This is an optimization exercise on Yosys and OpenROAD, whose aim is small area and a short achievable clock period, not a production implementation.
Power and IR drop assume default switching activity.

== the reference run ==
==> flow/design.v <==
`timescale 1ns / 1ps
    module counterFromZeroToLimit #
    (
        parameter integer C_WIDTH = 12,
        parameter integer C_SLOW = 0
    )
    (
        output reg oSync,                       
        output reg oAct,                        
        output reg [C_WIDTH - 1 : 0] oCount,    
        output wire oZero,                      
        input wire [C_WIDTH - 1 : 0] iLenSync,
        input wire [C_WIDTH - 1 : 0] iLenBack,
        input wire [C_WIDTH - 1 : 0] iLenAct,
        input wire [C_WIDTH - 1 : 0] iLenFront,
        input wire iClk,
        input wire iRst,
        input wire iEn
    );
    reg front;
    wire back = ~(oSync | oAct | front);
    wire [C_WIDTH - 1 : 0] len = ({C_WIDTH{oSync}} & iLenSync) | ({C_WIDTH{back}} & iLenBack) |
                                 ({C_WIDTH{oAct}} & iLenAct) | ({C_WIDTH{front}} & iLenFront);
    wire [C_WIDTH - 1 : 0] countInc = oCount + 1'b1;
    wire lastNow = (countInc == len);
    wire last;
    generate
        if (C_SLOW) begin : gSlow
            reg lastReg;
            always @(posedge iClk) begin
                lastReg <= lastNow;
            end
            assign last = lastReg;
        end else begin : gFast
            assign last = lastNow;
        end
    endgenerate
    assign oZero = oSync && (oCount == 0);
    always @(posedge iClk or negedge iRst) begin
        if (!iRst) begin
            oSync <= 1'b1;
            oAct <= 1'b0;
            front <= 1'b0;
            oCount <= 0;
        end else if (iEn) begin
            if (last) begin
                oSync <= front;
                oAct <= back;
                front <= oAct;
                oCount <= 0;
            end else begin
                oCount <= countInc;
            end
        end
    end
    endmodule
`timescale 1ns / 1ps
    module lcdTimCtrlCore #
    (
        parameter integer C_HOR_WIDTH = 12,
        parameter integer C_VER_WIDTH = 12
    )
    (
        output wire oHSynch,
        output wire oVSynch,
        output wire oEnVideo,
        output wire [C_HOR_WIDTH - 1 : 0] oHAddr,
        output wire [C_VER_WIDTH - 1 : 0] oVAddr,
        input wire [C_HOR_WIDTH - 1 : 0] iHWidth,
        input wire [C_HOR_WIDTH - 1 : 0] iHBackPorch,
        input wire [C_HOR_WIDTH - 1 : 0] iHFrontPorch,
        input wire [C_HOR_WIDTH - 1 : 0] iHResolution,
        input wire iHPolarity,
        input wire [C_VER_WIDTH - 1 : 0] iVWidth,
        input wire [C_VER_WIDTH - 1 : 0] iVBackPorch,
        input wire [C_VER_WIDTH - 1 : 0] iVFrontPorch,
        input wire [C_VER_WIDTH - 1 : 0] iVResolution,
        input wire iVPolarity,
        input wire iEnVideoPolarity,
        input wire iClkPixel,
        input wire iRst,
        input wire iEn
    );
    wire hSync, hAct, hZero;
    wire [C_HOR_WIDTH - 1 : 0] hCount;
    wire vSync, vAct, vZero;
    wire [C_VER_WIDTH - 1 : 0] vCount;
    reg hPol, vPol, dePol;
    always @(posedge iClkPixel) begin
        hPol <= iHPolarity;
        vPol <= iVPolarity;
        dePol <= iEnVideoPolarity;
    end
    wire vEnabler = iEn && hZero;
    counterFromZeroToLimit #
        (
            .C_WIDTH(C_HOR_WIDTH)
        )HorizontalCounter(
            .oSync(hSync),
            .oAct(hAct),
            .oCount(hCount),
            .oZero(hZero),
            .iLenSync(iHWidth),
            .iLenBack(iHBackPorch),
            .iLenAct(iHResolution),
            .iLenFront(iHFrontPorch),
            .iClk(iClkPixel),
            .iRst(iRst),
            .iEn(iEn)
        );
    counterFromZeroToLimit #
        (
            .C_WIDTH(C_VER_WIDTH),
            .C_SLOW(1)
        )VerticalCounter(
            .oSync(vSync),
            .oAct(vAct),
            .oCount(vCount),
            .oZero(vZero),
            .iLenSync(iVWidth),
            .iLenBack(iVBackPorch),
            .iLenAct(iVResolution),
            .iLenFront(iVFrontPorch),
            .iClk(iClkPixel),
            .iRst(iRst),
            .iEn(vEnabler)
        );
    assign oHSynch = hSync ? hPol : ~hPol;
    assign oVSynch = vSync ? vPol : ~vPol;
    assign oEnVideo = (hAct && vAct) ? dePol : ~dePol;
    assign oHAddr = hCount & {C_HOR_WIDTH{hAct && vAct}};
    assign oVAddr = vCount & {C_VER_WIDTH{vAct}};
    endmodule
clock: 11.0 ns
lec_check: 0
cap_margin: 20
core_margin: 2
core_utilization: 40
slew_margin: 20
standard.sh (not shown) runs the stock make flow with config.mk's settings and CLKGATE_MAP_FILE= SYNTH_SCRIPT=/design/flow/synth_recipe.tcl, a recipe that flattens the netlist after the stock synthesis.
==> flow/flow/run.sh <==
#!/bin/bash
# Own flow: the standard layout (standard.sh) with two changes:
#  - the port buffers are small buffers instead of the default delay cells;
#  - the timing repair aims for more setup slack than the clock needs.
# Each ORFS step writes its full log under orfs/logs/.
export BUFFER_PORTS_ARGS="-buffer_cell sky130_fd_sc_hd__buf_1"
export SETUP_SLACK_MARGIN=7.4
bash standard.sh > standard.log 2>&1
Setup changes, the reference run to the trial run
-- flow/flow/run.sh --
<<< the reference run, line 7
export SETUP_SLACK_MARGIN=7.4
>>> the trial run, line 7
export SETUP_SLACK_MARGIN=7.8
Results
- Between the trial run and the reference run, the clock network contribution to total cell area is lower for the trial run.
- The run showing the smaller share of cell area taken by flip-flops and latches is the trial run.
- Going from the reference run to the trial run, power of the clock network shows a reduction of about 10%; final clock period utilization by the worst path essentially unchanged.
- Relative to the reference run, routed wire length has gone up in the trial run.
- Between the trial run and the reference run, multi-input combinational cell area is lower for the reference run, the trial run comes in above that.
- Via count of the routed design grows by a little under 10% when moving from the reference run to the trial run.
- Summary of the trial run over the reference run: design area rose by 18%; largest fanout of any net on the critical path now sits lower; final net count +about 7%; first-pass GRT wire length rose 1300 µm.
No functional check of the RTL was part of any run of this note.

-- port drivers added, routing unchanged --
The results above use ideal ports. As a check the final layouts listed here were re-extracted and re-timed, cells and wires unchanged. Step 1 (the two cells are an assumption about what drives the block):
set clk [get_ports {iClkPixel}]
set_driving_cell -lib_cell sky130_fd_sc_hd__clkbuf_16 $clk
set_driving_cell -lib_cell sky130_fd_sc_hd__buf_2 [delete_from_list [all_inputs] $clk]
Step 2 also shifts input and output timing later by t, the mid clock arrival at the registers, as if the neighbouring blocks saw the same clock. a / b / c = ideal / step 1 / step 2; a / b = the first two.
run | t, ns | slack for setup (ns) | latest minus earliest clock arrival (ns) | worst slew at a driven data input, ns
the reference run | 0.311 | 6.929 / 6.938 / 6.627 | 0.003 / 0.004 | 0.04
the trial run | 0.322 | 6.920 / 6.932 / 6.611 | 0.003 / 0.003 | 0.06
After both steps every run listed still meets setup and hold. The setup slack of the trial run, which loses most, moves by +0.012 ns with the drivers and by -0.309 ns with both steps.
